This is an optimization exercise on Yosys and OpenROAD, whose aim is small area and a short achievable clock period, not a production implementation.
RTL that was checked went through simulation tests only; none was proved equivalent to the original.

Design square_extractor, start of the top module:
module square_extractor #(
	parameter WIDTH = 32
)(
	input clk,     
	input rst_n,   
	input din_valid,
	input [2 * WIDTH - 1:0]radicand,
	output dout_valid,
	output [WIDTH - 1:0]dout,
	output [2 * WIDTH - 1:0]remainder
);
export LEC_CHECK = 0
export CAP_MARGIN = 20
export CORE_MARGIN = 2
export CORE_UTILIZATION = 40
export SLEW_MARGIN = 20
create_clock -name core_clock -period 5.5 [get_ports {clk}]
run.sh (not shown) runs the stock make flow with config.mk's settings and CLKGATE_MAP_FILE= SYNTH_SCRIPT=/design/flow/synth_recipe.tcl, a recipe that flattens the netlist after the stock synthesis.
The starting point completed with no timing, DRC or antenna violations.
Change:
- ABC_AREA: default -> 1
- SETUP_SLACK_MARGIN: default -> 2.0
After rerunning: Count of clock-buffer cells in the layout came out higher by 9; worst setup slack improved by 1200 ps; cell count came out higher by 39%; sequential share of layout area came out lower by 4.7 points.
Change:
- ABC_AREA: 1 -> default
- ABC_CLOCK_PERIOD_IN_PS: default -> 1500
- SETUP_SLACK_MARGIN: 2.0 -> default
Outcome: The new run ran to the end with no violations; fmax shrinks by 28%; routed wire length falls by 42%.
No functional check of the RTL was part of any run of this note.

* * *

## run A
square_extractor, a different RTL version from the one above (not shown whole).
clock: 5.5 ns
lec_check: 0
abc_area: 1
cap_margin: 20
core_margin: 2
core_utilization: 40
cts_cluster_diameter: 60
cts_cluster_size: 30
setup_slack_margin: 3.1
slew_margin: 20
Modified inputs, run B compared to run A
-- flow/config.mk --
<<< run A, line 11
export CORE_UTILIZATION = 40
export CTS_CLUSTER_DIAMETER = 60
export CTS_CLUSTER_SIZE = 30
export SETUP_SLACK_MARGIN = 3.1
export SLEW_MARGIN = 20
>>> run B, line 11
export CORE_UTILIZATION = 40
export CTS_CLUSTER_DIAMETER = 40
export CTS_CLUSTER_SIZE = 20
export SETUP_SLACK_MARGIN = 3.05
export SLEW_MARGIN = 20
On critical path depth in cells: between run A and run B, it ends up higher for run A. Looking at relative slew slack, run B sits 8.8 points above run A. The via count of the first global-routing pass in run B sits about 1.3% above the value recorded for run A. Summary of run B over run A: highest clock rate has decreased; worst setup slack has decreased. On run B: synthesis-to-finish area growth is 3.2 points higher than what run A gave. Compared to run A, run B has share of final layout cell area taken by non-clock buffers 0.19 points lower.
--- input diff run B..run C ---
==> flow/config.mk <==
export PLATFORM = sky130hd
export DESIGN_NAME = square_extractor
export DESIGN_NICKNAME = square_extractor
export VERILOG_FILES = /design/flow/design.v
export SDC_FILE = /design/flow/constraint.sdc
export NUM_CORES = 8
export LEC_CHECK = 0
export ABC_AREA = 0
export CAP_MARGIN = 20
export CORE_MARGIN = 2
export CORE_UTILIZATION = 40
export CTS_CLUSTER_DIAMETER = 60
export CTS_CLUSTER_SIZE = 30
export SETUP_SLACK_MARGIN = 3
export SLEW_MARGIN = 20
Notes after the runs:
Looking at area growth from synthesis to final layout across run B and run C, the one that comes out higher is run C.
Diff run B -> run C | layout cell share with drive strength beyond 1 | increase of 19 points
The final layout from run C, which completed every stage, passed the timing, design-rule and antenna checks at the end of the flow.
Die area ends up lower on run C.
Edits applied to the flow inputs when going from run C to run D:
-- flow/config.mk --
<<< run C, line 7
export LEC_CHECK = 0
export ABC_AREA = 0
export CAP_MARGIN = 20
>>> run D, line 7
export LEC_CHECK = 0
export ABC_AREA = 1
export CAP_MARGIN = 20
<<< run C, line 13
export CTS_CLUSTER_SIZE = 30
export SETUP_SLACK_MARGIN = 3
export SLEW_MARGIN = 20
>>> run D, line 13
export CTS_CLUSTER_SIZE = 30
export SETUP_SLACK_MARGIN = 3.2
export SLEW_MARGIN = 20
[summary]
Run D ends up with a total wire length that is about 60% higher than in run C. Area fraction in and, or, nand and nor cells after synthesis sits higher in run D than in run C. Of run D and run C, run D shows the lower non-clock buffer count, with run C above it. The flip-flop and latch count was comparable across run D and run C. Clock skew was lower in the run labelled run D. For the final net count, run D came in 3819 higher than run C did. Critical path depth came out lower on run D than on run C. For the minimum period implied by the final worst setup slack, run D came in 890 ps lower than run C did. Run D ended up with dout[5] as its capture point of the worst path; run C ended up with r_s18[3].

re-timing with driven ports:
Ports are ideal in the flow. The routed layouts listed here were re-timed in OpenROAD.
Step 1, drivers: a clkbuf_16 drives clk and a buf_2 each remaining input, both assumed.
Step 2 moves the port delays by t, midway between the first and last clock arrival at a register: inputs arrive t later, outputs are due t later. That takes back most of the time a late clock gives input paths.
Three values: no drivers, after step 1, after step 2; two values: the first two.
run | t (ns) | setup WS [ns] | worst setup path at the end | clock arrival spread, ns | worst data-port slew with drivers (ns)
the first run of note 1 | 0.897 | 1.099 / 1.099 / 1.099 | register to register | 0.081 / 0.081 | 0.05
the second run of note 1 | 0.924 | 2.327 / 2.327 / 2.327 | register to register | 0.068 / 0.068 | 0.07
the third run of note 1 | 0.897 | 1.099 / 1.099 / 1.099 | register to register | 0.081 / 0.081 | 0.05
run A | 0.875 | 3.072 / 2.992 / 2.638 | input to register | 0.060 / 0.059 | 0.12
run B | 0.919 | 3.034 / 2.948 / 2.631 | input to register | 0.059 / 0.059 | 0.12
run C | 0.843 | 2.177 / 2.177 / 2.177 | register to register | 0.060 / 0.060 | 0.05
run D | 0.890 | 3.064 / 2.980 / 2.613 | input to register | 0.043 / 0.044 | 0.12
After both steps every run listed still meets setup and hold. The setup slack of run D, which loses most, moves by -0.084 ns with the drivers and by -0.451 ns with both steps.
